What follows belongs to an exercise in optimizing a design on an open flow for small area, a short achievable clock period and few clock cycles; a production flow would make more cautious choices.
No functional check of the RTL was part of any run shown here.
Power figures rest on the tool's default switching activity, not on a simulated workload.

==> flow/design.v, too long to show whole: its modules and the start of the top module <==
// module mat_mul: 180 lines
// module booth_enc: 11 lines
// module booth_mul44h: 1314 lines
// module acc_add: 197 lines
// module bk_add32: 119 lines
module mat_mul #
    (
        parameter integer INPUT_SIZE = 49,
        parameter integer RESULT_SIZE = 1,
        parameter integer WEIGHT_SIZE = INPUT_SIZE*RESULT_SIZE,
        parameter integer INPUT_ADDR_SIZE = 10,
        parameter integer RESULT_ADDR_SIZE = 2,
        parameter integer WEIGHT_ADDR_SIZE = 6,
        parameter integer FIXED_POINT_AMOUNT = 12,
        parameter integer DATA_WIDTH = 32
    )
    (
        input wire  s00_axi_aclk,
        input wire  s00_axi_aresetn,
        output wire  s00_axis_tready,
        input  wire  [DATA_WIDTH-1 : 0] s00_axis_tdata,
        input  wire  s00_axis_tlast,
        input  wire  s00_axis_tvalid,
        output wire  m00_axis_tvalid,
        output wire  [DATA_WIDTH-1 : 0] m00_axis_tdata,
        output wire  [(DATA_WIDTH/8)-1 : 0] m00_axis_tstrb,
        output wire  m00_axis_tlast,
        input  wire  m00_axis_tready,
        input wire sel,
        input wire start,
        output wire [DATA_WIDTH-1 : 0] MAC_result,
        output wire valid_MAC_result
    );
  // ...
==> flow/flow/run.sh <==
#!/bin/bash
set -euo pipefail
bash standard.sh SETUP_SLACK_MARGIN=10.7 \
    "BUFFER_PORTS_ARGS=-buffer_cell sky130_fd_sc_hd__buf_4" \
    "CTS_ARGS=-sink_clustering_enable -repair_clock_nets -sink_clustering_size 25 -sink_clustering_max_diameter 100 -buf_list sky130_fd_sc_hd__clkbuf_16 -dont_use_dummy_load" \
    finish > flow_make.log 2>&1
==> flow/standard.sh <==
#!/bin/bash
# synth_recipe.tcl (not shown) runs the flow's synth.tcl, then flattens the netlist and writes it again
# the make line also repeats each setting of config.mk as NAME=value (left out here)
make -C /OpenROAD-flow-scripts/flow DESIGN_CONFIG=/design/flow/config.mk WORK_HOME=/design/flow/orfs CLKGATE_MAP_FILE= SYNTH_SCRIPT=/design/flow/synth_recipe.tcl "${@:-finish}"
==> flow/config.mk <==
export PLATFORM = sky130hd
export DESIGN_NAME = mat_mul
export DESIGN_NICKNAME = mat_mul
export VERILOG_FILES = /design/flow/design.v
export SDC_FILE = /design/flow/constraint.sdc
export NUM_CORES = 4
export LEC_CHECK = 0
export ABC_AREA = 1
export CAP_MARGIN = 20
export CORE_MARGIN = 2
export CORE_UTILIZATION = 55
export CTS_BUF_LIST = sky130_fd_sc_hd__clkbuf_16
export CTS_CLUSTER_DIAMETER = 100
export CTS_CLUSTER_SIZE = 25
export PLACE_DENSITY = 0.65
export SLEW_MARGIN = 20
==> flow/constraint.sdc <==
create_clock -name core_clock -period 15.0 [get_ports {s00_axi_aclk}]
set_input_delay 3.0000 -clock core_clock [delete_from_list [all_inputs] [get_ports {s00_axi_aclk}]]
set_output_delay 3.0000 -clock core_clock [all_outputs]
set_load 0.01 [all_outputs]
==> results.yml, run 1 <==
run_status:
  status: "no timing/DRC/antenna violations"
critical_path:
  startpoint_type: "flip-flop"
  arrival_ns: 1.39
  startpoint: "acc[2]"
timing:
  layout_setup_ws_ns: 10.61
  fin_crit_sh_pct: 29.3
  hold_violations: 0
cells_and_area:
  final_cell_mix: "dfxtp_1, inv_1, nand2_1, xor2_1, o22ai_1"
  top_regs: "w (1568), x (1568), ph (98)"
  final_common_cell: "dfxtp_1"
  multi_input_gates: 2391
  multi_input_area_share_pct: 20.5
yosys:
  synthAdderAreaFrac_pct: 9.68
  muxShareOfSynthArea_pct: 0.194
  synth_top_family_by_area: "adder cells"
  synth_top_area_share_pct: 73.8
placement:
  dp.cells: 8929
power:
  ir_worst_vdd_uv: 130
  p_seq_share_pct: 63.4
  p_comb_w: 0.00184
  p_int_w: 0.0129
  power_frac_comb_pct: 10.8
detailed_routing:
  dr.pass1.iters: 6
  wl_met1_um: 89700
clock_network:
  cts_setup_buffers: 48
  ctsHtreeMaxLevel: 4
floorplan:
  die_w_um: 415
global_routing:
  grt_pass1_vias: 45863
==> inputs of run 2 (changes only) <==
==> flow/flow/run.sh (replaced) <==
#!/bin/bash
set -euo pipefail
bash standard.sh SETUP_SLACK_MARGIN=10.55 \
    "BUFFER_PORTS_ARGS=-buffer_cell sky130_fd_sc_hd__buf_4" \
    "CTS_ARGS=-sink_clustering_enable -repair_clock_nets -sink_clustering_size 25 -sink_clustering_max_diameter 100 -buf_list sky130_fd_sc_hd__clkbuf_16 -dont_use_dummy_load" \
    finish > flow_make.log 2>&1
==> run 2 against run 1 <==
Critical endpoint is now ph[66]. Sequential power barely moved. Routed wire length fell by 0.83%. Worst hold slack got worse by 0.00068 ns. Non-clock buffer count fell by 44. Largest power group unchanged. Still clean. Cell area fell by 0.91%.
==> results.yml, run 2 <==
run_status:
  status: "no timing/DRC/antenna violations"
timing:
  maxSlewHeadroom_pct: 23.4
  period_needed_ns: 4.43
  hold_violations: 0
  slew_violations: 0
  rsz0062_at_grt: "yes"
  fmax_ghz: 0.226
  worst_hold_slack_ns: 0.274
  fin_crit_sh_pct: 29.6
  fin_tns_setup_ns: 0
  setup_viol: 0
  tightest_slew_ns: 1.15
  finClkSkew_ns: 0.123
detailed_routing:
  via_count: 45575
  route.detailed.drc: 0
  dr.pass1.iters: 5
  wl_um: 195000
  drt_iter0_drc: 4099
  post_drt_wl_per_cell_um: 21.4
  final_antenna_net_count: 0
  vias_per_cell: 5.00
yosys:
  synth_top_area_share_pct: 73.8
  ys_async_sr_fraction_pct: 0
  ys.flop_type: "dfxtp_1"
  synth_area_um2: 92700
  synth-seq-cells: 3415
  ys_seq_area_share_pct: 73.8
  postSynthAreaPerCell_um2: 13.6
  synthTopCellsByCount: "dfxtp_1, inv_1, nand2_1, xor2_1, o22ai_1"
  yosys.cell_count.top_type: "dfxtp_1"
  yosys_warnings: 5
  synth-edff-count: 0
  synthCells: 6796
  ys_types: 42
  netlist_top_cells_area: "dfxtp_1, fa_1, xor2_1, inv_1, o22ai_1"
  yosys.area.top_type: "dfxtp_1"
cells_and_area:
  fillers: 13052
  final_common_cell: "dfxtp_1"
  final_cell_mix: "dfxtp_1, inv_1, nand2_1, xor2_1, o22ai_1"
  top_regs: "w (1568), x (1568), ph (98)"
  area_growth_pct: 8.14
  nets: 7447
  multi_input_area_um2: 20600
  drive_above_1_share_pct: 7.22
  regArea_um2: 68400
clock_network:
  cts_root_buf: "clkbuf_16"
  clk_pin_slew_worst_paths_ns: 0.10
  clock_latency_ns: 0.85
  cts_made_buffers: 158
  ctsHoldBuffers: 0
  cts_num_sinks: 3415
  ctsHtreeMaxLevel: 4
  cts_tree: "done"
  clockBufferDepth: 3
placement:
  io_buffer_count: 106
  hpwl_um: 125000
  place_congestion: 0.959
critical_path:
  crit_slowest_cell: "dfxtp_1"
  cpLargestDelayFamily: "adder cells"
  critPathBufInv: 3
  reg2reg_slack_ns: 10.57
  startpoint_type: "flip-flop"
  crit_type: "reg2reg"
  max_stage_delay_ns: 0.62
  rr_worst_depth: 10
  cp.required_ns: 15.68
  crit_fanout: 12
  cp-end-kind: "flip-flop"
  cp_cell_sequence: "inv_1, buf_4, o22ai_1, xor2_1, fa_1, fa_1, fa_1, inv_1, fa_1, fa_1"
  arrival_ns: 5.11
  crit_path_frequent_cell: "fa_1"
  rr_endpoint: "ph[66]"
  r2r_start: "x[0][20]"
floorplan:
  die_h_um: 415
  rows: 150
  die_area_um2: 172000
  num_io_pins: 111
  initial_core_util_pct: 55.4
  die_w_um: 415
  core_um2: 167000
power:
  leakage_nw: 43.2
  ir_worst_vdd_uv: 130
  p_per_area_nw_per_um2: 169
global_routing:
  grt_max_degree: 65
  grt_pass1_wl_um: 290000
  grt_overflow_total: 0
  antenna_found_initial: 16
  grt_pass1_vias: 45554
  grt_usage_pct: 22.7
hold_path:
  hp-class: "reg2reg"
  holdPathEnd: "x[8][3]"
  hold_start: "x[7][3]"
  worstHoldPathCells: 0
flow_run:
  maxCapViolCount: 0
-- run 2: worst max path at each step --
stage / start / endpoint / slack (ns) / depth (start not counted)
after floorplan: sel / tsel[4] / 10.96 / 9
after global placement: sel / x[0][17] / 9.59 / 7
after detailed placement: sel / x[0][12] / 9.60 / 7
after CTS: acc[2] / MAC_result[2] / 10.53 / 2
after global routing: acc[2] / MAC_result[2] / 10.53 / 2
final: x[0][20] / ph[66] / 10.57 / 10
-- run 2: layer usage --
layer	track usage, %	share of wire (%)	vias to the layer above
li1	-	-	21300
met2	33.0	42	1646
met1	32.3	46	22189
met3	5.98	8.6	436
met5	0	0.014	-
met4	9.16	4.2	4
-- run 2: report_power, final --
part | leakage, nW | switching [W] | total, W | internal, W
registers | 27.9 | 0.000443 | 0.0108 | 0.0104
logic | 13.3 | 0.00118 | 0.00169 | 0.000506
clock network | 1.95 | 0.00252 | 0.00440 | 0.00188
total | 43.2 | 0.00414 | 0.0169 | 0.0128
-- run 2: timing repair --
action | CTS | global route
gates resized for setup | 70 | 30
cloned | 0 | 2
endpoints found under the hold margin | 0 | 0
pin swaps | 0 | 5
setup endpoints to repair | 80 | 33
setup buffers | 9 | 20
-- run 2: cell families (layout without fill, tap and decap cells) --
logic type / Yosys count / count (layout) / synth area share [%]
other: 1 / 6 / 0.00405
flip-flops: 3415 / 3415 / 73.8
AND/OR/NAND/NOR: 699 / 699 / 3.15
buffers and inverters: 993 / 1108 / 4.14
multiplexers: 16 / 16 / 0.194
XOR/XNOR: 455 / 455 / 4.30
adder cells (fa/ha/maj): 492 / 492 / 9.68
AO/OA/AOI/OAI: 725 / 725 / 4.78
-- run 2: worst reg2reg max path, delay by kind of cell, from the launching register on --
family	cells	cell delay (ns)
AO/OA/AOI/OAI	1	0.18
adder cells (fa/ha/maj)	5	2.52
buffers and inverters	3	0.74
flip-flops	1	0.62
XOR/XNOR	1	0.24
-- run 2: layout make-up --
type / instances / share of cell area (%)
flip-flops and latches: 3415 / 68.3
inverters: 735 / 2.81
diodes: 2 / 0.00499
multi-input cells: 2391 / 20.5
clock buffers: 158 / 3.94
well taps: 2204 / 2.75
repair buffers: 213 / 1.69
repair inverters: 2 / 0.00999
-- run 2: through the flow --
step | std cells | setup WS [ns] | utilization, % | power [W] | cell area (um^2)
after detailed placement | 8929 | 9.60 | 57.3 | 0.0126 | 95800
after floorplan | 6799 | 10.96 | - | 0.0117 | 92700
final | 9120 | 10.57 | 59.9 | 0.0169 | 100000
after CTS | 9096 | 10.53 | 59.8 | 0.0170 | 100000
after global placement | 8928 | 9.59 | 57.3 | 0.0125 | 95800
after global routing | 9119 | 10.53 | 59.9 | 0.0176 | 100000
==> module mat_mul, before the edit <==
module mat_mul #
    (
        parameter integer INPUT_SIZE = 49,
        parameter integer RESULT_SIZE = 1,
        parameter integer WEIGHT_SIZE = INPUT_SIZE*RESULT_SIZE,
        parameter integer INPUT_ADDR_SIZE = 10,
        parameter integer RESULT_ADDR_SIZE = 2,
        parameter integer WEIGHT_ADDR_SIZE = 6,
        parameter integer FIXED_POINT_AMOUNT = 12,
        parameter integer DATA_WIDTH = 32
    )
    (
        input wire  s00_axi_aclk,
        input wire  s00_axi_aresetn,
        output wire  s00_axis_tready,
        input  wire  [DATA_WIDTH-1 : 0] s00_axis_tdata,
        input  wire  s00_axis_tlast,
        input  wire  s00_axis_tvalid,
        output wire  m00_axis_tvalid,
        output wire  [DATA_WIDTH-1 : 0] m00_axis_tdata,
        output wire  [(DATA_WIDTH/8)-1 : 0] m00_axis_tstrb,
        output wire  m00_axis_tlast,
        input  wire  m00_axis_tready,
        input wire sel,
        input wire start,
        output wire [DATA_WIDTH-1 : 0] MAC_result,
        output wire valid_MAC_result
    );
    localparam integer N = 49;
    localparam integer NT = 6;    
    wire clk = s00_axi_aclk;
    wire rst = !s00_axi_aresetn;
    function automatic in_taps(input [5:0] c);
        in_taps = (c[2:0] == 3'd1);
    endfunction
    function automatic [NT-1:0] tap_onehot(input [5:0] c);
        tap_onehot = (c[2:0] == 3'd1) ? (6'd1 << c[5:3]) : 6'd0;
    endfunction
    function automatic [5:0] inc49(input [5:0] c);
        inc49 = (c == 6'd48) ? 6'd0 : c + 6'd1;
    endfunction
    reg        rdy;            
    reg        busy;           
    reg        ldx;            
    reg        w_ok, x_ok;     
    reg        dirty;          
    reg  [5:0] cw, cx;         
    reg  [NT-1:0] tsel;        
    wire xfer  = s00_axis_tvalid & rdy;
    wire first = xfer & ~busy;
    wire ins_w = xfer & ~sel;
    wire ins_x = xfer & sel;
    localparam [2:0] SP_IDLE = 3'd0, SP_SYNC = 3'd1, SP_SHIFT = 3'd2,
                     SP_RUN = 3'd3, SP_D1 = 3'd4, SP_D2 = 3'd5;
    reg  [2:0] sp;
    reg        sh1;            
    wire rl = (sp == SP_SHIFT);
    reg        m1v, m1f;       
    reg        m2v;            
    reg        vq;             
    reg        vr;             
    reg  [31:0] acc;           
    reg  [31:0] res;           
    reg  [31:0] od;            
    reg        s0, s1, s2, tv;
    reg [31:0] w [0:N-1];
    reg [31:0] x [0:N-1];
    integer k;
    always @(posedge clk) begin
        for (k = 1; k < N; k = k + 1) begin
            w[k] <= w[k-1];
            x[k] <= x[k-1];
        end
        w[0] <= ins_w ? s00_axis_tdata : w[N-1];
        x[0] <= ins_x ? s00_axis_tdata : (rl ? acc : x[N-1]);
    end
    wire [31:0] wtap = ({32{tsel[0]}} & w[0])  | ({32{tsel[1]}} & w[8])  |
                       ({32{tsel[2]}} & w[16]) | ({32{tsel[3]}} & w[24]) |
                       ({32{tsel[4]}} & w[32]) | ({32{tsel[5]}} & w[40]);
    wire [47:0] wenc;
    booth_enc benc (.y(wtap), .e(wenc));
    reg  [47:0] wb;
    always @(posedge clk) wb <= wenc;
    wire [97:0] hb;
    booth_mul44h mul (.e(wb), .m(x[0]), .hb(hb));
    reg  [97:0] ph;
    always @(posedge clk) ph <= hb;
    wire [31:0] acc_sum;
    acc_add aadd (.a(acc), .hb(ph), .s(acc_sum));
    always @(posedge clk) begin
        if (rst)
            acc <= 32'd0;
        else if (rl)
            acc <= x[N-1];
        else if (m1f)
            acc <= 32'd0;
        else if (m2v)
            acc <= acc_sum;
    end
    wire [5:0] cw_n = (first & ~sel) ? 6'd1 : inc49(cw);
    always @(posedge clk) begin
        if (rst) begin
            rdy <= 1'b0; busy <= 1'b0; ldx <= 1'b0;
            w_ok <= 1'b0; x_ok <= 1'b0; dirty <= 1'b0;
            cw <= 6'd0; cx <= 6'd0; tsel <= {NT{1'b0}};
            sp <= SP_IDLE; sh1 <= 1'b0;
            m1v <= 1'b0; m1f <= 1'b0; m2v <= 1'b0;
            vq <= 1'b0; res <= 32'd0;
            s0 <= 1'b0; s1 <= 1'b0; s2 <= 1'b0; tv <= 1'b0;
        end else begin
            if (xfer & s00_axis_tlast)
                busy <= 1'b0;
            else if (first)
                busy <= 1'b1;
            if (first)
                ldx <= sel;
            if (xfer & s00_axis_tlast)
                rdy <= 1'b0;
            else if (busy | first)
                rdy <= 1'b1;
            else if (s00_axis_tvalid & ~sel)
                rdy <= 1'b1;
            else
                rdy <= in_taps(cw_n);
            cw <= cw_n;
            if (first & sel)
                cx <= 6'd1;
            else if (!(rl && sh1))
                cx <= inc49(cx);
            if (first & sel) begin
                x_ok <= 1'b1; dirty <= 1'b0;
            end else if (first & ~sel) begin
                w_ok <= 1'b1; dirty <= 1'b1;
            end
            if (!((first & sel) | (busy & ldx) | (sp == SP_RUN) | (sp == SP_D1) | (sp == SP_D2) |
                  (((sp == SP_SYNC) | (rl & ~sh1)) & (cx == 6'd0) & in_taps(cw))))
                tsel <= tap_onehot(cw_n) &
                        {NT{((sp != SP_IDLE) | (start & dirty)) ? x_ok : w_ok}};
            m1v <= ins_x;
            m1f <= first & sel;
            sh1 <= 1'b0;
            case (sp)
                SP_IDLE: if (start & dirty) sp <= SP_SYNC;
                SP_SYNC, SP_SHIFT: if (cx == 6'd0 && !(rl && sh1)) begin
                    if (in_taps(cw)) begin
                        sp <= SP_RUN;
                        m1v <= 1'b1; m1f <= 1'b1;
                    end else begin
                        sp <= SP_SHIFT; sh1 <= 1'b1;
                    end
                end
                SP_RUN: begin
                    m1v <= 1'b1; m1f <= 1'b0;
                    if (cx == 6'd48) sp <= SP_D1;
                end
                SP_D1: sp <= SP_D2;
                SP_D2: begin sp <= SP_IDLE; dirty <= 1'b0; end
                default: sp <= SP_IDLE;
            endcase
            m2v <= m1v;
            vq <= (start & ~dirty) | (sp == SP_D2);
            if (vr) res <= acc;
            s0 <= m00_axis_tready;
            s1 <= s0;
            s2 <= s1;
            tv <= m00_axis_tready | s0 | s1 | s2;
        end
    end
    always @(posedge clk) begin
        vr <= (start & ~dirty) | (sp == SP_D2);
        od <= m00_axis_tready ? res : 32'd0;
    end
    assign s00_axis_tready  = rdy;
    assign valid_MAC_result = vq;
    assign MAC_result       = acc;
    assign m00_axis_tvalid  = tv;
    assign m00_axis_tlast   = s0;
    assign m00_axis_tdata   = od;
    assign m00_axis_tstrb   = 4'hf;
endmodule
==> inputs of run 3 (changes only) <==
==> flow/design.v (replaced) <==
`timescale 1ns / 1ps
module mat_mul #
    (
        parameter integer INPUT_SIZE = 49,
        parameter integer RESULT_SIZE = 1,
        parameter integer WEIGHT_SIZE = INPUT_SIZE*RESULT_SIZE,
        parameter integer INPUT_ADDR_SIZE = 10,
        parameter integer RESULT_ADDR_SIZE = 2,
        parameter integer WEIGHT_ADDR_SIZE = 6,
        parameter integer FIXED_POINT_AMOUNT = 12,
        parameter integer DATA_WIDTH = 32
    )
    (
        input wire  s00_axi_aclk,
        input wire  s00_axi_aresetn,
        output wire  s00_axis_tready,
        input  wire  [DATA_WIDTH-1 : 0] s00_axis_tdata,
        input  wire  s00_axis_tlast,
        input  wire  s00_axis_tvalid,
        output wire  m00_axis_tvalid,
        output wire  [DATA_WIDTH-1 : 0] m00_axis_tdata,
        output wire  [(DATA_WIDTH/8)-1 : 0] m00_axis_tstrb,
        output wire  m00_axis_tlast,
        input  wire  m00_axis_tready,
        input wire sel,
        input wire start,
        output wire [DATA_WIDTH-1 : 0] MAC_result,
        output wire valid_MAC_result
    );
    localparam integer N = 49;
    localparam integer NT = 6;
    wire clk = s00_axi_aclk;
    wire rst = !s00_axi_aresetn;
    function automatic in_taps(input [5:0] c);
        in_taps = (c == 6'd1) || (c == 6'd9) || (c == 6'd17) ||
                  (c == 6'd25) || (c == 6'd33) || (c == 6'd41);
    endfunction
    function automatic [NT-1:0] tap_onehot(input [5:0] c);
        tap_onehot = {c == 6'd41, c == 6'd33, c == 6'd25, c == 6'd17, c == 6'd9, c == 6'd1};
    endfunction
    function automatic [5:0] inc49(input [5:0] c);
        inc49 = (c == 6'd48) ? 6'd0 : c + 6'd1;
    endfunction
    reg        rdy;            
    reg        busy;           
    reg        w_ok, x_ok;     
    reg        dirty;          
    reg  [5:0] cw, cx;         
    reg  [5:0] d;              
    reg  [NT-1:0] tsel;        
    wire xfer  = s00_axis_tvalid & rdy;
    wire first = xfer & ~busy;
    wire ins_w = xfer & ~sel;
    wire ins_x = xfer & sel;
    localparam [2:0] SP_IDLE = 3'd0, SP_ALIGN = 3'd1, SP_SHIFT = 3'd2,
                     SP_WAIT = 3'd3, SP_RUN = 3'd4, SP_D1 = 3'd5, SP_D2 = 3'd6;
    reg  [2:0] sp;
    reg  [5:0] spc;
    wire rl = (sp == SP_SHIFT);
    reg        m1v, m1f, m1e;
    reg        m2v, m2f, m2e;
    reg        vq;             
    reg  [31:0] acc;
    reg  [31:0] res;
    reg        s0, s1, s2, tv;
    reg [31:0] w [0:N-1];
    reg [31:0] x [0:N-1];
    integer k;
    always @(posedge clk) begin
        for (k = 1; k < N; k = k + 1) begin
            w[k] <= w[k-1];
            x[k] <= x[k-1];
        end
        w[0] <= ins_w ? s00_axis_tdata : w[N-1];
        x[0] <= ins_x ? s00_axis_tdata : (rl ? acc : x[N-1]);
    end
    wire [31:0] wtap = ({32{tsel[0]}} & w[1])  | ({32{tsel[1]}} & w[9])  |
                       ({32{tsel[2]}} & w[17]) | ({32{tsel[3]}} & w[25]) |
                       ({32{tsel[4]}} & w[33]) | ({32{tsel[5]}} & w[41]);
    reg  [43:0] p2;
    wire [43:0] prod = $signed(x[0]) * $signed(wtap);
    always @(posedge clk) begin
        p2 <= prod;
    end
    always @(posedge clk) begin
        if (rst) begin
            acc <= 32'd0;
        end else if (rl) begin
            acc <= x[N-1];
        end else if (m2v) begin
            acc <= (m2f ? 32'd0 : acc) + (m2e ? p2[43:12] : 32'd0);
        end
    end
    wire [5:0] cw_n = (first & ~sel) ? 6'd1 : inc49(cw);
    always @(posedge clk) begin
        if (rst) begin
            rdy <= 1'b0; busy <= 1'b0; w_ok <= 1'b0; x_ok <= 1'b0; dirty <= 1'b0;
            cw <= 6'd0; cx <= 6'd0; d <= 6'd0; tsel <= {NT{1'b0}};
            sp <= SP_IDLE; spc <= 6'd0;
            m1v <= 1'b0; m1f <= 1'b0; m1e <= 1'b0;
            m2v <= 1'b0; m2f <= 1'b0; m2e <= 1'b0;
            vq <= 1'b0; res <= 32'd0;
            s0 <= 1'b0; s1 <= 1'b0; s2 <= 1'b0; tv <= 1'b0;
        end else begin
            if (xfer & s00_axis_tlast)
                busy <= 1'b0;
            else if (first)
                busy <= 1'b1;
            if (xfer & s00_axis_tlast)
                rdy <= 1'b0;
            else if (busy | first)
                rdy <= 1'b1;
            else if (s00_axis_tvalid & ~sel)
                rdy <= 1'b1;
            else
                rdy <= in_taps(cw_n);
            cw <= cw_n;
            if (first & sel)
                cx <= 6'd1;
            else if (!(rl && spc == 6'd0))
                cx <= inc49(cx);
            if (first & sel) begin
                d <= cw; tsel <= tap_onehot(cw);
                x_ok <= 1'b1; dirty <= 1'b0;
            end else if (first & ~sel) begin
                d <= (cx == 6'd0) ? 6'd0 : 6'd49 - cx;
                tsel <= tap_onehot((cx == 6'd0) ? 6'd0 : 6'd49 - cx);
                w_ok <= 1'b1; dirty <= 1'b1;
            end else if (rl && spc == 6'd0) begin
                d <= inc49(d); tsel <= tap_onehot(inc49(d));
            end
            m1v <= ins_x;
            m1f <= first & sel;
            m1e <= w_ok;
            case (sp)
                SP_IDLE: if (start & dirty) sp <= SP_ALIGN;
                SP_ALIGN: begin
                    if (|tsel) sp <= SP_WAIT;
                    else begin sp <= SP_SHIFT; spc <= 6'd49; end
                end
                SP_SHIFT: begin
                    spc <= spc - 6'd1;
                    if (spc == 6'd0) sp <= SP_ALIGN;
                end
                SP_WAIT: if (cx == 6'd0) begin
                    sp <= SP_RUN;
                    m1v <= 1'b1; m1f <= 1'b1; m1e <= x_ok;
                end
                SP_RUN: begin
                    m1v <= 1'b1; m1f <= 1'b0; m1e <= x_ok;
                    if (cx == 6'd48) sp <= SP_D1;
                end
                SP_D1: sp <= SP_D2;
                SP_D2: begin sp <= SP_IDLE; dirty <= 1'b0; end
                default: sp <= SP_IDLE;
            endcase
            m2v <= m1v; m2f <= m1f; m2e <= m1e;
            vq <= (start & ~dirty) | (sp == SP_D2);
            if (vq) res <= acc;
            s0 <= m00_axis_tready;
            s1 <= s0;
            s2 <= s1;
            tv <= m00_axis_tready | s0 | s1 | s2;
        end
    end
    assign s00_axis_tready  = rdy;
    assign valid_MAC_result = vq;
    assign MAC_result       = acc;
    assign m00_axis_tvalid  = tv;
    assign m00_axis_tlast   = s0;
    assign m00_axis_tdata   = res & {32{s0}};
    assign m00_axis_tstrb   = 4'hf;
endmodule
==> flow/run.sh (new file) <==
#!/bin/bash
# synth_recipe.tcl (not shown) runs the flow's synth.tcl, then flattens the netlist and writes it again
# the make line also repeats each setting of config.mk as NAME=value (left out here)
make -C /OpenROAD-flow-scripts/flow DESIGN_CONFIG=/design/flow/config.mk WORK_HOME=/design/flow/orfs CLKGATE_MAP_FILE= SYNTH_SCRIPT=/design/flow/synth_recipe.tcl finish
==> flow/config.mk (replaced) <==
export PLATFORM = sky130hd
export DESIGN_NAME = mat_mul
export DESIGN_NICKNAME = mat_mul
export VERILOG_FILES = /design/flow/design.v
export SDC_FILE = /design/flow/constraint.sdc
export NUM_CORES = 4
export LEC_CHECK = 0
export CAP_MARGIN = 20
export CORE_MARGIN = 2
export CORE_UTILIZATION = 45
export PLACE_DENSITY = 0.6
export SLEW_MARGIN = 20
removed: flow/flow/run.sh
removed: flow/standard.sh
==> run 3 against run 2 <==
Still clean. Routed wire length up 1.1%. First-iteration DRC count is 26% lower. Sequential power fell by 9%. Clock skew is 0.051 ns lower. Global-route usage shrank 4.6 points. Clock-buffer cell count increased by 273. Worst hold slack gained 0.0048 ns. Combinational power is 12% lower. Synthesized area up 6.1%. Flip-flop and latch count down 134. Total power grew 11%. Non-clock buffer count down 42. Critical path type unchanged. Critical endpoint is now p2[42].
==> results.yml, run 3 <==
timing:
  setup_viol: 0
  rsz0062_at_grt: "no"
  period_needed_ns: 8.95
  fin_tns_setup_ns: 0
  hold_violations: 0
  fmax_ghz: 0.112
  tightest_slew_ns: 1.18
  slew_violations: 0
  finClkSkew_ns: 0.0720
  worst_hold_slack_ns: 0.279
  layout_setup_ws_ns: 6.05
  fin_crit_sh_pct: 59.7
  maxSlewHeadroom_pct: 21.2
yosys:
  yosys_warnings: 3
  netlist_top_cells_area: "dfxtp_1, fa_1, and2_1, inv_1, ha_1"
  synthCells: 7194
  synthTopCellsByCount: "dfxtp_1, inv_1, fa_1, and2_1, nand2_1"
  ys_async_sr_fraction_pct: 0
  ys.flop_type: "dfxtp_1"
  yosys.area.top_type: "dfxtp_1"
  postSynthAreaPerCell_um2: 13.7
  ys_types: 72
  synth-seq-cells: 3281
  synth-edff-count: 0
  synth_area_um2: 98400
  yosys.cell_count.top_type: "dfxtp_1"
  ys_seq_area_share_pct: 66.8
  synth_top_area_share_pct: 66.8
critical_path:
  arrival_ns: 9.75
  rr_worst_depth: 25
  crit_fanout: 31
  startpoint_type: "flip-flop"
  cp-end-kind: "flip-flop"
  r2r_start: "tsel[3]"
  reg2reg_slack_ns: 6.05
  cp.required_ns: 15.80
  crit_type: "reg2reg"
  rr_endpoint: "p2[42]"
floorplan:
  core_um2: 217000
  die_h_um: 472
  initial_core_util_pct: 45.3
  num_io_pins: 111
  die_area_um2: 222000
  die_w_um: 472
  rows: 171
detailed_routing:
  dr.pass1.iters: 5
  route.detailed.drc: 0
  final_antenna_net_count: 0
  vias_per_cell: 4.61
  via_count: 48492
  drt_iter0_drc: 3025
  wl_um: 197000
  post_drt_wl_per_cell_um: 18.8
cells_and_area:
  nets: 8419
  fillers: 18026
  top_regs: "w (1568), x (1568)"
  final_core_utilization_pct: 51.8
  final_common_cell: "dfxtp_1"
  drive_above_1_share_pct: 8.48
  area_growth_pct: 14.5
  final_cell_mix: "dfxtp_1, inv_1, fa_1"
global_routing:
  grt_pass1_vias: 51144
  grt_overflow_total: 0
  antenna_found_initial: 13
  grt_pass1_wl_um: 305000
  grt_usage_pct: 18.1
  grt_max_degree: 84
power:
  leakage_nw: 48.7
  ir_worst_vdd_uv: 103
  p_per_area_nw_per_um2: 166
hold_path:
  worstHoldPathCells: 0
  hold_start: "x[41][15]"
  holdPathEnd: "x[42][15]"
  hp-class: "reg2reg"
clock_network:
  ctsHoldBuffers: 0
  clockBufferDepth: 4
  cts_setup_buffers: 0
  clk_pin_slew_worst_paths_ns: 0.06
  cts_made_buffers: 307
  ctsHtreeMaxLevel: 5
  cts_num_sinks: 3281
  clock_latency_ns: 0.93
  cts.repair.resized: 0
  cts_root_buf: "clkbuf_16"
  cts_tree: "done"
placement:
  place_congestion: 0.850
  place_ws_ns: 6.20
  hpwl_um: 130000
  io_buffer_count: 106
run_status:
  status: "no timing/DRC/antenna violations"
flow_run:
  maxCapViolCount: 0
run 3: worst max path at each step:
stage                     slack [ns]  endpoint     from
final                           6.05    p2[42]  tsel[3]
after global routing            5.75    p2[42]  tsel[3]
after CTS                       6.12    p2[42]  tsel[3]
after detailed placement        6.20    p2[39]  tsel[4]
after global placement          6.36    p2[42]  tsel[4]
after floorplan                 7.38    p2[36]  tsel[5]
run 3: worst max-delay path: stages (launching register included):
cell,delay [ns]
dfxtp_2,0.43
buf_4,0.32
a22oi_1,0.30
nand3_2,0.85
and2_1,0.53
fa_1,0.49
inv_1,0.06
fa_1,0.47
fa_1,0.52
fa_1,0.51
inv_1,0.05
fa_1,0.55
fa_1,0.44
fa_1,0.51
fa_1,0.41
ha_1,0.38
a21oi_1,0.18
o21ai_0,0.13
a21oi_1,0.19
o21ai_0,0.13
and3_1,0.22
o31a_1,0.31
o41ai_4,0.33
nand2_2,0.15
a21oi_2,0.17
xnor2_1,0.11
run 3: kinds of logic (layout without fill, tap and decap cells):
family	after synthesis	count (layout)	synth area share, %
AOI/OAI and AO/OA	394	394	2.76
xor gates and xnor gates	115	115	1.02
adders and majority gates	945	945	17.7
buffers and inverters	999	1456	3.84
DFF	3281	3281	66.8
muxes	90	90	0.957
other	1	11	0.00381
and+or+nand+nor	1369	1369	6.92
run 3: layout make-up:
cell class                      count  area [um^2]  share of cell area, %
Sequential cell                  3281        65700                   58.4
Multi-Input combinational cell   2917        29000                   25.8
Clock buffer                      431         8900                   7.90
Tap cell                         2854         3570                   3.17
Inverter                          757         2840                   2.52
Timing Repair Buffer              171         1560                   1.39
Clock inverter                     97          978                  0.869
Antenna cell                        7         17.5                 0.0156
run 3: metal layers:
layer	GRT usage [%]	part of all wire [%]
met1	25.2	47
met2	27.8	44
met3	4.06	6.5
met4	6.20	2.7
met5	0	0
run 3: metrics by stage:
stage / cell area [um^2] / cells / power [W]
after floorplan: 98400 / 7197 / 0.0106
after global placement: 103000 / 9979 / 0.0114
after detailed placement: 103000 / 9980 / 0.0115
after CTS: 113000 / 10508 / 0.0189
after global routing: 113000 / 10509 / 0.0195
final: 113000 / 10515 / 0.0187
run 3: power breakdown:
part           internal (W)  leakage (nW)  switching, W
combinational      0.000476          17.1       0.00102
clock               0.00439          4.88       0.00303
sequential          0.00939          26.7      0.000432
==> inputs of run 4 (changes only) <==
==> flow/design.v (replaced) <==
`timescale 1ns / 1ps
module mat_mul #
    (
        parameter integer INPUT_SIZE = 49,  
        parameter integer RESULT_SIZE = 1,
        parameter integer WEIGHT_SIZE = INPUT_SIZE*RESULT_SIZE,
        parameter integer INPUT_ADDR_SIZE = 10,  
        parameter integer RESULT_ADDR_SIZE = 2,  
        parameter integer WEIGHT_ADDR_SIZE = 6,  
        parameter integer FIXED_POINT_AMOUNT = 12, 
        parameter integer DATA_WIDTH = 32
    )
    (
        input wire  s00_axi_aclk,
        input wire  s00_axi_aresetn,
        output wire  s00_axis_tready,
        input  wire  [DATA_WIDTH-1 : 0] s00_axis_tdata,
        input  wire  s00_axis_tlast,
        input  wire  s00_axis_tvalid,
        output wire  m00_axis_tvalid,
        (* mark_debug = "true", keep = "true" *) output wire  [DATA_WIDTH-1 : 0] m00_axis_tdata,
        output wire  [(DATA_WIDTH/8)-1 : 0] m00_axis_tstrb,
        output wire  m00_axis_tlast,
        input  wire  m00_axis_tready,
        input wire sel,
        input wire start,
        output wire [DATA_WIDTH-1 : 0] MAC_result,
        output wire valid_MAC_result
    ); 
    assign m00_axis_tstrb = 4'hf;    
    wire [DATA_WIDTH-1:0] data_out_mat_INPUT;
    wire [DATA_WIDTH-1:0] data_out_mat_WEIGHTS;
    (* mark_debug = "true", keep = "true" *) wire [DATA_WIDTH-1:0] data_in_mat_RESULT;
    wire en_INPUT, rw_INPUT;
    wire en_WEIGHTS, rw_WEIGHTS;
    wire en_RESULT, rw_RESULT;
    wire clear;
    (* mark_debug = "true", keep = "true" *) wire [INPUT_ADDR_SIZE-1 : 0] addr_INPUT;
    (* mark_debug = "true", keep = "true" *) wire [WEIGHT_ADDR_SIZE-1 : 0] addr_WEIGHTS;
    (* mark_debug = "true", keep = "true" *) wire [RESULT_ADDR_SIZE-1 : 0] addr_RESULT;
    reg en_R_pipe_1;
    reg rw_R_pipe_1;
    reg en_R_pipe_2;
    reg rw_R_pipe_2;
    reg [RESULT_ADDR_SIZE-1 : 0] addr_R_pipe_1;
    reg [RESULT_ADDR_SIZE-1 : 0] addr_R_pipe_2;
    (* mark_debug = "true", keep = "true" *) wire m00_axis_tready_from_agu;
    reg m00_axis_tready_pipe_1;
    reg m00_axis_tready_pipe_2;
    reg m00_axis_tready_pipe_3;
    (* mark_debug = "true", keep = "true" *) wire m00_axis_tlast_from_agu;
    reg m00_axis_tlast_pipe_1;
    reg m00_axis_tlast_pipe_2;
    reg m00_axis_tlast_pipe_3;
    assign m00_axis_tvalid = m00_axis_tready_pipe_3;
    assign m00_axis_tlast = m00_axis_tlast_pipe_3;
    assign MAC_result = data_in_mat_RESULT;
    assign valid_MAC_result = rw_R_pipe_2;
    assign clear = en_R_pipe_2 & rw_R_pipe_2;
    wire en_A, en_B, en_R, rw_A, rw_B, rw_R;    
    AGU # (INPUT_SIZE, RESULT_SIZE, WEIGHT_SIZE, INPUT_ADDR_SIZE, RESULT_ADDR_SIZE,  WEIGHT_ADDR_SIZE, DATA_WIDTH) agu(s00_axi_aclk,
                                                         s00_axi_aresetn,
                                                         s00_axis_tready,            
                                                         s00_axis_tlast,             
                                                         s00_axis_tvalid,            
                                                         m00_axis_tready_from_agu,   
                                                         m00_axis_tlast_from_agu,    
                                                         m00_axis_tready,            
                                                         sel,
                                                         start,
                                                         en_A,
                                                         en_B,
                                                         en_R,
                                                         rw_A,
                                                         rw_B,
                                                         rw_R,
                                                         addr_INPUT,
                                                         addr_WEIGHTS,
                                                         addr_RESULT
                                                         );
    weight_storage # (INPUT_SIZE, RESULT_SIZE, WEIGHT_SIZE, WEIGHT_ADDR_SIZE, DATA_WIDTH) weights (s00_axi_aclk, s00_axi_aresetn, en_A, rw_A, addr_WEIGHTS, s00_axis_tdata, data_out_mat_WEIGHTS);
    vector_storage # (INPUT_SIZE, INPUT_ADDR_SIZE , DATA_WIDTH) inputs (s00_axi_aclk, s00_axi_aresetn, en_B, rw_B, addr_INPUT, s00_axis_tdata, data_out_mat_INPUT);
    MAC # (INPUT_SIZE, RESULT_SIZE, WEIGHT_SIZE, INPUT_ADDR_SIZE, RESULT_ADDR_SIZE,  WEIGHT_ADDR_SIZE, DATA_WIDTH, FIXED_POINT_AMOUNT) alu (s00_axi_aclk, s00_axi_aresetn, clear, data_out_mat_WEIGHTS, data_out_mat_INPUT, data_in_mat_RESULT);
    vector_storage # (RESULT_SIZE, RESULT_ADDR_SIZE , DATA_WIDTH) results (s00_axi_aclk, s00_axi_aresetn, en_R_pipe_2, rw_R_pipe_2, addr_R_pipe_2, data_in_mat_RESULT, m00_axis_tdata);
    always @ (posedge s00_axi_aclk)
        if(!s00_axi_aresetn) begin
            en_R_pipe_1 <= 1'b0;
            en_R_pipe_2 <= 1'b0;
            rw_R_pipe_1 <= 1'b0;
            rw_R_pipe_2 <= 1'b0;
            addr_R_pipe_1 <= 'b0;
            addr_R_pipe_2 <= 'b0;
            m00_axis_tready_pipe_1 <= 1'b0;
            m00_axis_tready_pipe_2 <= 1'b0;
            m00_axis_tready_pipe_3 <= 1'b0;
            m00_axis_tlast_pipe_1 <= 1'b0;
            m00_axis_tlast_pipe_2 <= 1'b0;
            m00_axis_tlast_pipe_3 <= 1'b0;
        end else begin
            en_R_pipe_1 <= en_R;
            en_R_pipe_2 <= en_R_pipe_1;
            rw_R_pipe_1 <= rw_R;
            rw_R_pipe_2 <= rw_R_pipe_1;
            addr_R_pipe_1 <= addr_RESULT;
            addr_R_pipe_2 <= addr_R_pipe_1;
            m00_axis_tready_pipe_1 <= m00_axis_tready_from_agu;
            m00_axis_tready_pipe_2 <= m00_axis_tready_pipe_1;
            m00_axis_tready_pipe_3 <= m00_axis_tready_pipe_2;
            m00_axis_tlast_pipe_1 <= m00_axis_tlast_from_agu;
            m00_axis_tlast_pipe_2 <= m00_axis_tlast_pipe_1;
            m00_axis_tlast_pipe_3 <= m00_axis_tlast_pipe_2;
        end
endmodule
module weight_storage #
    (
        parameter integer INPUT_SIZE = 784,
        parameter integer RESULT_SIZE = 1,
        parameter integer WEIGHT_SIZE = INPUT_SIZE*RESULT_SIZE,
        parameter integer WEIGHT_ADDR_SIZE = 10,  
        parameter integer DATA_WIDTH = 32
    )
    (
        input wire s00_axi_aclk,
        input wire s00_axi_aresetn,  
        input wire en,
        input wire rw,
        input wire [WEIGHT_ADDR_SIZE-1 : 0] addr,
        input wire [DATA_WIDTH-1 : 0] data_in,
        output reg [DATA_WIDTH-1 : 0] data_out
    );
    reg [DATA_WIDTH-1 : 0] mem [0 : WEIGHT_SIZE-1];  
    always @ (posedge s00_axi_aclk)
        if(!s00_axi_aresetn) begin: bram_init
            integer row;
            integer column;
            data_out <= 'b0;
            for (row = 0; row < WEIGHT_SIZE; row = row + 1)
                mem[row] <= 'b0;
        end else if (en)
                if (rw)
                    mem[addr] <= data_in;
                else
                    data_out <= mem[addr];
        else
            data_out <= 'b0;
endmodule
module vector_storage #
    (
        parameter integer RESULT_SIZE = 1,
        parameter integer RESULT_ADDR_SIZE = 2,  
        parameter integer DATA_WIDTH = 32
    )
    (
        input wire s00_axi_aclk,
        input wire s00_axi_aresetn,  
        input wire en,
        input wire rw,
        input wire [RESULT_ADDR_SIZE-1 : 0] addr,
        input wire [DATA_WIDTH-1 : 0] data_in,
        output reg [DATA_WIDTH-1 : 0] data_out
    );
    (* mark_debug = "true", keep = "true" *) reg [DATA_WIDTH-1 : 0] mem [0 : RESULT_SIZE-1];  
    always @ (posedge s00_axi_aclk)
        if(!s00_axi_aresetn) begin: bram_init
            integer i;
            data_out <= 'b0;
            for (i = 0; i < RESULT_SIZE; i = i + 1)
                mem[i] <= 'b0;
        end else if (en)
            if (rw)
                mem[addr] <= data_in;
            else if (addr < RESULT_SIZE)
                data_out <= mem[addr];
            else
                data_out <= 'b0;
        else
            data_out <= 'b0;
endmodule
module MAC #
    (
        parameter integer INPUT_SIZE = 784,
        parameter integer RESULT_SIZE = 1,
        parameter integer WEIGHT_SIZE = INPUT_SIZE*RESULT_SIZE,
        parameter integer INPUT_ADDR_SIZE = 10,  
        parameter integer RESULT_ADDR_SIZE = 2,  
        parameter integer WEIGHT_ADDR_SIZE = 10,  
        parameter integer DATA_WIDTH = 32,
        parameter integer FIXED_POINT_AMOUNT = 12
    )
    (
        input wire s00_axi_aclk,
        input wire s00_axi_aresetn,
        input wire clear, 
        input wire [DATA_WIDTH-1 : 0] data_WEIGHTS,
        input wire [DATA_WIDTH-1 : 0] data_INPUT,
        output wire [DATA_WIDTH-1 : 0] data_RESULT
    );
    (* mark_debug = "true", keep = "true" *) reg [DATA_WIDTH*2-1 : 0] reg_INPUT, reg_WEIGHTS;
    (* mark_debug = "true", keep = "true" *) reg [DATA_WIDTH*2-1 : 0] cur_result;
    (* mark_debug = "true", keep = "true" *) reg [DATA_WIDTH-1 : 0] pre_result;
    assign data_RESULT = cur_result[DATA_WIDTH-1 : 0];
    always @ (posedge s00_axi_aclk) begin
        if (!s00_axi_aresetn) begin
            reg_INPUT <= 'b0;
            reg_WEIGHTS <= 'b0;
        end else begin
            reg_INPUT <= { {DATA_WIDTH{data_INPUT[DATA_WIDTH-1]}}, data_INPUT[DATA_WIDTH-1:0] };
            reg_WEIGHTS <= { {DATA_WIDTH{data_WEIGHTS[DATA_WIDTH-1]}}, data_WEIGHTS[DATA_WIDTH-1:0] };
        end
    end
    always @ (reg_INPUT, reg_WEIGHTS, pre_result) begin
        cur_result = ( (reg_INPUT * reg_WEIGHTS) >> FIXED_POINT_AMOUNT )+ pre_result;
    end
    always @ (posedge s00_axi_aclk) begin
        if (!s00_axi_aresetn || clear) begin
            pre_result <= 'b0;
        end else begin
            pre_result <= cur_result;
        end
    end
endmodule
module AGU #
    (
        parameter integer INPUT_SIZE = 784,
        parameter integer RESULT_SIZE = 1,
        parameter integer WEIGHT_SIZE = INPUT_SIZE*RESULT_SIZE,
        parameter integer INPUT_ADDR_SIZE = 10,  
        parameter integer RESULT_ADDR_SIZE = 2,  
        parameter integer WEIGHT_ADDR_SIZE = 10,  
        parameter integer DATA_WIDTH = 32
    )
    (
        input wire  s00_axi_aclk,
        input wire  s00_axi_aresetn,
        output reg  s00_axis_tready,
        input wire  s00_axis_tlast,
        input wire  s00_axis_tvalid,
        output reg  m00_axis_tvalid,
        output reg  m00_axis_tlast,
        input wire  m00_axis_tready,
        input wire sel,
        input wire start,
        output reg en_A,  
        output reg en_B,  
        output reg en_R,
        output reg rw_A,
        output reg rw_B,
        output reg rw_R,
        output reg [INPUT_ADDR_SIZE-1 : 0] addr_INPUT,
        output reg [WEIGHT_ADDR_SIZE-1 : 0] addr_WEIGHTS,
        output reg [RESULT_ADDR_SIZE-1 : 0] addr_RESULT
    );
    localparam
        S_IDLE =        5'b00001,  
        S_LOAD_A =      5'b00010,  
        S_LOAD_B =      5'b00100,  
        S_CALCULATE =   5'b01000,  
        S_OUTPUT =      5'b10000;  
    (* mark_debug = "true", keep = "true" *) reg [4:0] cur_state;
    reg [4:0] next_state;
    reg [INPUT_ADDR_SIZE-1 : 0] addr_INPUT_in;
    reg [WEIGHT_ADDR_SIZE-1 : 0] addr_WEIGHTS_in;  
    reg [RESULT_ADDR_SIZE-1 : 0] output_neuron_cnt;     
    reg [INPUT_ADDR_SIZE-1 : 0] input_cnt;     
    integer counter;
    always@(cur_state, 
            s00_axis_tvalid,
            s00_axis_tlast,
            sel,
            start,
            output_neuron_cnt,
            m00_axis_tready,
            counter
            ) begin
        next_state = cur_state;
        case(cur_state) 
            S_IDLE: begin
                if (s00_axis_tvalid)
                    if (!sel)
                        next_state = S_LOAD_A;
                    else
                        next_state = S_LOAD_B;
                if (start)
                    next_state = S_CALCULATE;
                if (m00_axis_tready)  
                    next_state = S_OUTPUT;
            end
            S_LOAD_A: begin
                if (s00_axis_tlast)
                    next_state = S_IDLE;
            end
            S_LOAD_B: begin
                if (s00_axis_tlast)
                    next_state = S_IDLE;
            end
            S_CALCULATE: begin
                if (counter == INPUT_SIZE - 1 )
                    next_state = S_IDLE;
            end
            S_OUTPUT: begin
                if (output_neuron_cnt == RESULT_SIZE - 1 + 3)
                    next_state = S_IDLE;
            end
        endcase
    end
    always@(posedge s00_axi_aclk) begin
        if (!s00_axi_aresetn) begin
            cur_state <= S_IDLE;
        end else begin
            cur_state <= next_state;
        end
    end
    always@(posedge s00_axi_aclk) begin  
        if (!s00_axi_aresetn) begin
            addr_INPUT_in <= 'b0;
            addr_WEIGHTS_in <= 'b0;  
            output_neuron_cnt <= 'b0;
            input_cnt <= 'b0;
            counter <= 0;
        end else begin
            case(cur_state)
                S_IDLE: begin
                    addr_INPUT_in <= 'b0;
                    addr_WEIGHTS_in <= 'b0;  
                    output_neuron_cnt <= 'b0;
                    input_cnt <= 'b0;
                    counter <= 0;
                end
                S_LOAD_A: begin 
                    addr_WEIGHTS_in <= addr_WEIGHTS_in + 1;
                end
                S_LOAD_B: begin
                    addr_INPUT_in <= addr_INPUT_in + 1;
                end
                S_CALCULATE: begin
                    counter <= counter + 1;
                    input_cnt <= input_cnt+1;
                    if (input_cnt == INPUT_SIZE-1) begin
                        output_neuron_cnt <= output_neuron_cnt + 1;
                        input_cnt <= 0;
                    end
                end
                S_OUTPUT: begin
                    output_neuron_cnt <= output_neuron_cnt + 1;
                end
            endcase
        end
    end
    always@(posedge s00_axi_aclk) begin  
        if (!s00_axi_aresetn) begin
            {en_A, en_B, en_R} <= {1'b0, 1'b0, 1'b0};
            {rw_A, rw_B, rw_R} <= {1'b0, 1'b0, 1'b0};
            addr_INPUT <= 'b0;
            addr_WEIGHTS <= 'b0;
            addr_RESULT <= 'b0;
            {s00_axis_tready, m00_axis_tvalid, m00_axis_tlast} <= {1'b0, 1'b0, 1'b0};
        end else begin
            case(cur_state)
                S_IDLE: begin
                    {en_A, en_B, en_R} <= {1'b0, 1'b0, 1'b0};  
                    {rw_A, rw_B, rw_R} <= {1'b0, 1'b0, 1'b0};  
                    addr_INPUT <= 'b0;
                    addr_WEIGHTS <= 'b0;
                    addr_RESULT <= 'b0;
                    {s00_axis_tready, m00_axis_tvalid, m00_axis_tlast} <= {1'b0, 1'b0, 1'b0};
                end
                S_LOAD_A: begin 
                    {en_A, en_B, en_R} <= {1'b1, 1'b0, 1'b0};
                    {rw_A, rw_B, rw_R} <= {1'b1, 1'b0, 1'b0};
                    addr_WEIGHTS <= addr_WEIGHTS_in;
                    addr_INPUT <= 'b0;
                    addr_RESULT <= 'b0;
                    {s00_axis_tready, m00_axis_tvalid, m00_axis_tlast} <= {1'b1, 1'b0, 1'b0};
                end
                S_LOAD_B: begin
                    {en_A, en_B, en_R} <= {1'b0, 1'b1, 1'b0};
                    {rw_A, rw_B, rw_R} <= {1'b0, 1'b1, 1'b0};
                    addr_WEIGHTS <= 'b0;
                    addr_INPUT <= addr_INPUT_in;
                    addr_RESULT <= 'b0;
                    {s00_axis_tready, m00_axis_tvalid, m00_axis_tlast} <= {1'b1, 1'b0, 1'b0};
                end
                S_CALCULATE: begin
                    {en_A, en_B} <= {1'b1, 1'b1};
                    {rw_A, rw_B} <= {1'b0, 1'b0};
                    addr_WEIGHTS <= input_cnt;
                    addr_INPUT <= input_cnt;
                    if(input_cnt == INPUT_SIZE-1) begin
                        {en_R, rw_R} <= {1'b1, 1'b1};
                        addr_RESULT <= output_neuron_cnt;
                    end else begin
                        {en_R, rw_R} <= {1'b0, 1'b0};
                        addr_RESULT <= 'b0;
                    end
                    {s00_axis_tready, m00_axis_tvalid, m00_axis_tlast} <= {1'b0, 1'b0, 1'b0};
                end
                S_OUTPUT: begin
                    {en_A, en_B, en_R} <= {1'b0, 1'b0, 1'b1};
                    {rw_A, rw_B, rw_R} <= {1'b0, 1'b0, 1'b0};
                    addr_WEIGHTS <= 'b0;
                    addr_INPUT <= 'b0;
                    addr_RESULT <= output_neuron_cnt;
                    {s00_axis_tready, m00_axis_tvalid} <= {1'b0, 1'b1};
                    if(output_neuron_cnt == RESULT_SIZE-1) begin
                        m00_axis_tlast <= 1'b1;
                    end else begin
                        m00_axis_tlast <= 1'b0;
                    end                
                end
            endcase
        end
    end
endmodule
==> run 4 against run 3 <==
Largest cell class unchanged. Global-route usage is 9.0 points higher. Clock-buffer cell count grew 148. Die area rose by 120%. Combinational power grew to 3.4 times the previous value.
==> results.yml, run 4 <==
critical_path:
  cp-end-kind: "primary output"
  arrival_ns: 11.28
  crit_type: "reg2out"
  crit_path_frequent_cell: "fa_1"
  max_stage_delay_ns: 0.91
  rr_worst_depth: 34
  crit_slowest_cell: "dfxtp_1"
  cp.required_ns: 12.00
  rr_endpoint: "results.mem[0][30]"
  startpoint_type: "flip-flop"
  crit_fanout: 20
  r2r_start: "alu.reg_WEIGHTS[2]"
  reg2reg_slack_ns: 5.03
clock_network:
  cts_setup_buffers: 0
  clock_latency_ns: 1.08
  cts_num_sinks: 4432
  ctsHoldBuffers: 0
  ctsHtreeMaxLevel: 5
  cts_tree: "done"
  clk_pin_slew_worst_paths_ns: 0.07
  cts.repair.resized: 0
  cts_root_buf: "clkbuf_16"
  cts_made_buffers: 452
  clockBufferDepth: 4
timing:
  fmax_ghz: 0.0701
  hold_violations: 0
  finClkSkew_ns: 0.0982
  period_needed_ns: 14.28
  tightest_slew_ns: 1.32
  fin_tns_setup_ns: 0
  rsz0062_at_grt: "no"
  fin_crit_sh_pct: 95.2
  maxSlewHeadroom_pct: 11.0
  setup_viol: 0
  slew_violations: 0
power:
  netSwitchingFraction_pct: 28.8
  p_per_area_nw_per_um2: 127
  leakage_nw: 86.6
  ir_worst_vdd_uv: 118
  power_switching_w: 0.00866
  p_seq_share_pct: 46.5
  p_clk_share_pct: 36.6
  power_frac_comb_pct: 16.9
  p_int_w: 0.0214
  p_total_w: 0.0301
detailed_routing:
  wl_um: 659000
  drt_iter0_drc: 16652
  vias_per_cell: 5.95
  route.detailed.drc: 0
  post_drt_wl_per_cell_um: 30.8
  final_antenna_net_count: 0
  via_count: 127494
  dr.pass1.iters: 9
floorplan:
  initial_core_util_pct: 45.2
  rows: 253
  num_io_pins: 111
  die_area_um2: 482000
  die_h_um: 694
  core_um2: 475000
  die_w_um: 694
global_routing:
  grt_max_degree: 108
  grt_overflow_total: 0
  antenna_found_initial: 50
  grt_pass1_vias: 126935
  grt_usage_pct: 27.0
  grt_pass1_wl_um: 939000
yosys:
  postSynthAreaPerCell_um2: 14.1
  yosys_warnings: 6
  synth_area_um2: 214000
  synthCells: 15183
cells_and_area:
  final_cell_mix: "edfxtp_1, and2_1, inv_1"
  drive_above_1_share_pct: 13.5
  top_regs: "inputs.mem (2048), weights.mem (2048)"
  area_growth_pct: 10.8
  nets: 15779
  final_common_cell: "edfxtp_1"
placement:
  place_congestion: 0.858
  io_buffer_count: 106
  hpwl_um: 386000
run_status:
  status: "no timing/DRC/antenna violations"
hold_path:
  worstHoldPathCells: 2
  hold_start: "weights.data_out[7]"
  hp-class: "reg2reg"
  holdPathEnd: "alu.reg_WEIGHTS[7]"
flow_run:
  maxCapViolCount: 0
==> run 4: changes by cell type in the layout (fill, tap and decap cells not counted), sizes merged, moves of 148 or more <==
| cell | delta |
|---|---|
| a221oi | +172 |
| a22o | +183 |
| a22oi | +626 |
| and2 | +3238 |
| buf | +387 |
| clkbuf | +148 |
| dfxtp | -2977 |
| edfxtp | +4128 |
| mux4 | +660 |
| nand4 | +178 |
| nor2 | +204 |
| o21ai | +166 |
==> run 4: metal layers <==
metal | global-route usage [%] | wire [um] | vias to the layer above
met4 | 8.95 | 23500 | 8
met1 | 38.0 | 267000 | 66711
li1 | - | - | 53567
met3 | 5.46 | 64900 | 916
met2 | 42.3 | 304000 | 6292
met5 | 0 | 59 | -
==> run 4: cell type report <==
cell class | instances | area [um^2]
Clock buffer | 579 | 12100
Timing Repair Buffer | 525 | 4440
Sequential cell | 4432 | 130000
Tap cell | 6247 | 7820
Multi-Input combinational cell | 8571 | 77900
Antenna cell | 22 | 55.1
Clock inverter | 255 | 2140
Inverter | 783 | 2940
Fill cell | 39544 | 237000
==> run 4: power groups by stage <==
stage	sequential, W	clock [W]	combinational (W)
floorplan	0.0141	0	0.00267
global placement	0.0142	0	0.00499
detailed placement	0.0142	0	0.00500
CTS	0.0140	0.0111	0.00501
global route	0.0140	0.0116	0.00523
finish	0.0140	0.0110	0.00510
==> run 4: per-stage QoR <==
stage / instance area (um^2) / std cells / setup WS (ns) / utilization (%) / hold slack [ns]
finish: 237000 / 21414 / 0.725 / 50.0 / 0.421
global route: 237000 / 21393 / 0.279 / 50.0 / 0.433
CTS: 237000 / 21388 / 0.718 / 50.0 / 0.420
detailed placement: 223000 / 20554 / 1.80 / 47.0 / 0.417
global placement: 223000 / 20553 / 1.80 / 47.0 / 0.417
floorplan: 214000 / 15186 / 3.63 / - / 0.412
==> run 4: how the worst max path moves through the flow <==
stage | cells after the start | startpoint | slack [ns] | to
final | 35 | alu.reg_WEIGHTS[2] | 0.72 | MAC_result[30]
after global routing | 35 | alu.reg_WEIGHTS[2] | 0.28 | MAC_result[30]
after CTS | 35 | alu.reg_WEIGHTS[2] | 0.72 | MAC_result[30]
after detailed placement | 35 | alu.reg_WEIGHTS[2] | 1.80 | MAC_result[30]
after global placement | 35 | alu.reg_WEIGHTS[2] | 1.80 | MAC_result[30]
after floorplan | 35 | alu.reg_WEIGHTS[3] | 3.63 | MAC_result[30]
==> run 4: critical path: cells and delay by family, from the launching register on <==
kind,cells,cell delay [ns]
xor+xnor,2,0.40
fa+ha+maj,11,4.29
simple gates,4,1.06
compound gates,10,2.39
flops,1,0.91
buf+inv,8,1.21

[port drivers added, routing unchanged]
No port has a modelled driver above. Below, the same layouts with a new extraction and two added sets of constraints.
Step 1 (the two cells are an assumption about what drives the block):
set clk [get_ports {s00_axi_aclk}]
set_driving_cell -lib_cell sky130_fd_sc_hd__clkbuf_16 $clk
set_driving_cell -lib_cell sky130_fd_sc_hd__buf_2 [delete_from_list [all_inputs] $clk]
Step 2 moves the port delays by t, midway between the first and last clock arrival at a register: inputs arrive t later, outputs are due t later. That takes back most of the time a late clock gives input paths.
Three values: ideal ports, drivers, drivers and shift; two values: the first two.
run	shift t [ns]	slack for setup (ns)	pins driven straight from the clock port
run 1	0.869	10.608 / 10.523 / 9.860	1
run 2	0.872	10.567 / 10.523 / 9.882	1
run 3	0.988	6.047 / 6.047 / 6.047	1
run 4	1.146	0.725 / 0.600 / 1.746	1
After both steps setup and hold are still met in every run listed. The setup slack of run 1, which loses most, moves by -0.085 ns with the drivers and by -0.748 ns with both steps.
